This is an optimization exercise on Yosys and OpenROAD, whose aim is small area and a short achievable clock period, not a production implementation.
In this exercise RTL edits were held to simulation tests only and were not proved equivalent to the original.
Power figures rest on the tool's default switching activity, not on a simulated workload.

### design/flow/design.v
module top_module( 
    input [254:0] in,
    output reg [7:0] out );
    integer i;
    always@(*) begin
        out = 0;
        for(i=0;i<255;i++) begin
            if (in[i] == 1) begin
                out = out+1;
            end
            else begin 
            	out = out;
            end	                
        end
    end
endmodule
module popcount255 (
    input              clk,
    input      [254:0] in,
    output reg [7:0]   count
);
    reg  [254:0] in_q;
    wire [7:0]   out;
    top_module u_count (
        .in(in_q),
        .out(out)
    );
    always @(posedge clk) begin
        in_q  <= in;
        count <= out;
    end
endmodule
### design/flow/config.mk
export PLATFORM = sky130hd
export DESIGN_NAME = popcount255
export DESIGN_NICKNAME = popcount255
export VERILOG_FILES = /design/flow/design.v
export SDC_FILE = /design/flow/constraint.sdc
export NUM_CORES = 4
export LEC_CHECK = 0
export CAP_MARGIN = 20
export CORE_MARGIN = 2
export CORE_UTILIZATION = 40
export SLEW_MARGIN = 20
### design/flow/run.sh
#!/bin/bash
# synth_recipe.tcl (not shown) runs the flow's synth.tcl, then flattens the netlist and writes it again
# the make line also repeats each setting of config.mk as NAME=value (left out here)
make -C /OpenROAD-flow-scripts/flow DESIGN_CONFIG=/design/flow/config.mk WORK_HOME=/design/flow/orfs CLKGATE_MAP_FILE= SYNTH_SCRIPT=/design/flow/synth_recipe.tcl finish
### design/flow/constraint.sdc
create_clock -name core_clock -period 170.0 [get_ports {clk}]
set_input_delay 34.0000 -clock core_clock [delete_from_list [all_inputs] [get_ports {clk}]]
set_output_delay 34.0000 -clock core_clock [all_outputs]
set_load 0.01 [all_outputs]
==> results.txt <==
## state kept, by name, summed over array words and instances (netlist names)
register,flops
count,8
in_q,255
## repair_timing
action                                  4_1_cts  5_1_grt
endpoints found under the setup margin        0        7
resized for setup                             0       11
hold buffers                                  0        0
## layout by cell type (no fill, tap or decap), types with 77 or more instances in the layout
cell	Yosys	layout
nor2b_1	129	129
xnor2_1	1068	1068
nor2_1	716	716
ha_1	255	255
inv_1	357	357
a31oi_1	136	136
nand3_1	286	286
nand2b_1	102	102
o21ai_0	381	381
xnor3_1	91	91
nand2_1	925	925
o31ai_1	90	88
mux2i_1	107	107
o211ai_1	77	77
a21oi_1	499	498
nand4_1	87	87
and3_1	106	106
and2_1	103	103
nor3_1	229	227
clkdlybuf4s50_1	0	263
xor2_1	532	532
dfxtp_1	263	263
## layout make-up
class | count | area [um2]
repair buffers | 272 | 2700
fillers | 15638 | 86700
multi-input cells | 7435 | 53700
well taps | 2044 | 2560
diodes | 2 | 5.00
flip-flops and latches | 263 | 5270
clock inverters | 26 | 392
inverters | 385 | 1450
clock buffers | 45 | 1060
## metrics by stage
step                cells  utilization  instance area (um2)  setup WS [ns]
finish              10472        0.437                67200          14.20
floorplan            8402            -                61900          35.13
detailed placement  10399        0.427                65700          15.09
CTS                 10470        0.436                67100          14.43
global route        10470        0.437                67200          0.165
global placement    10399        0.427                65700          18.21
## kinds of logic after synthesis
kind of cell,Yosys count,share of synthesized area
simple gates,3144,0.250
xor+xnor,1874,0.321
buf+inv,704,0.0474
mux,169,0.0290
fa+ha+maj,271,0.0542
compound gates,1977,0.213
flops,263,0.0851
## layer usage
layer / global-route usage / share of wire / vias to the layer above / routed length [um]
li1: - / - / 29941 / -
met1: 0.283 / 0.48 / 27384 / 81300
met2: 0.338 / 0.45 / 1249 / 76100
met3: 0.0213 / 0.042 / 186 / 7070
met4: 0.0483 / 0.020 / 10 / 3370
met5: 0 / 0.00046 / - / 77
==> impl_metrics.ini <==
[worst_setup_path]
r2r-end = count[6]
timing.critical_path.from = in_q[0]
path_common_cell = ha_1
end_kind = register
crit_arrival_ns = 156.37
cp-start-kind = register
path_buf_inv = 41
cp_slowest_stage_delay_ns = 0.55
ff2ff_path_depth = 809
path_delay_family = compound AO/OA/AOI/OAI gates
path_class = register to register
worst-path-stages = 926
critPathRequiredTime_ns = 170.56
cp-endpoint = count[6]
rrSetupSlack_ns = 14.20
r2r-start = in_q[0]
critPathSlowestCell = a2111oi_1
crit_path_max_fanout = 9

[die]
start_util = 0.402
core_area_um2 = 154000
io_pins = 264
die_w_um = 397
chipHeight_um = 397
rows = 144
dieArea_um2 = 158000

[sta]
final_hold_viol_count = 0
fin_skew_ns = 0.0276
min_period_over_period = 0.916
report.final.setup_viol = 0
relSlewSlack = 0.266
period_minus_slack_ns = 155.80
timing.hold.ws_ns = 0.570
setup-tns-final_ns = 0
rsz0062_at_grt = false
slew_violations = 0
max_freq_ghz = 0.00642
worstMarginPinSlew_ns = 1.09

[layout]
layout.nets = 8908
drive_gt1_frac = 0.0573
area_delta_synth_final_pct = 8.53

[yosys]
syn_area_um2 = 61900
synth_nets = 8913
synth_common_cells = xnor2_1, nand2_1, nor2_1
avgSynthCellArea_um2 = 7.37
netlist.area_leader.share = 0.151
synth_area_leader_cell = xnor2_1
ys_async_sr_fraction = 0
ys_seq_area_frac = 0.0851
ys.flop_type = dfxtp_1
synthTopCellsByArea = xnor2_1, dfxtp_1, xor2_1, nand2_1, ha_1
synth_cells = 8402
synth_seq_cells = 263
synth_cell_type_count = 133
synth_most_common_cell = xnor2_1
synth-edff-count = 0
yosysWarnings = 2

[route]
via_per_inst = 5.61
avgRoutedWirePerCell_um = 16.0
detail_route.iter0.violations = 3734
firstDrtPassIters = 6
route.vias.total = 58770
ant_nets = 0
wl_mm = 168
drcViolationCount = 0

[power]
p_leak_nw = 26.3
switching_share = 0.546
seqPwrFrac = 0.001
pg_clk_mw = 0.0939
power_frac_comb = 0.999
pwr-share-clk = 0
maxPowerGroup = combinational cells
p_switching_mw = 116
pg_seq_mw = 0.200
comb_cell_power_mw = 212
p_per_area_nw_per_um2 = 3150
internal_power_mw = 96.2
irDropWorstVdd_mv = 2.32
total_power_mw = 212

[clock_network]
clock_latency_ns = 0.64
clkTransAtPathRegs_ns = 0.06
cts_tree = yes
clock_sinks = 263
clockBufferDepth = 3
cts_buffers = 40
clockRootBuffer = clkbuf_16
post_cts_buffers = 0
htreeDepth = 2

[worst_hold_path]
holdPathEnd = count[0]
hp-start = in_q[254]
min_path_type = register to register
hold_depth = 1

[grt]
grt_pass1_wl_mm = 277
gr-total-overflow = 0
grt_max_degree = 22
grt_pass1_vias = 55084
grt_usage = 0.204
antenna_found_initial = 13

[job]
maxCapViolCount = 0

[placement]
dpl.hpwl_mm = 136
io_buffers = 263
place_congestion = 0.907

[status]
outcome = finished clean

re-timing with driven ports:
No port has a modelled driver above. Below, the same layout with a new extraction and two added sets of constraints. Step 1 (the two cells are an assumption about what drives the block):
set clk [get_ports {clk}]
set_driving_cell -lib_cell sky130_fd_sc_hd__clkbuf_16 $clk
set_driving_cell -lib_cell sky130_fd_sc_hd__buf_2 [delete_from_list [all_inputs] $clk]
Step 2 times the ports against the registers' clock, not the clock port: input delays grow and output delays shrink by t, the midpoint of the rising clock arrivals with the driver on. a / b / c = ideal ports / drivers / drivers and shift; a / b = the first two.
shift t [ns]: 0.718
slack for setup (ns): 14.197 / 14.197 / 14.197
worst register clock-pin slew, ns: 0.07 / 0.07
cell pins on the clock port's net: 1
After both steps setup and hold are still met in this run. For this run, drivers alone change the setup slack by 0.000 ns; drivers and shift together by 0.000 ns.
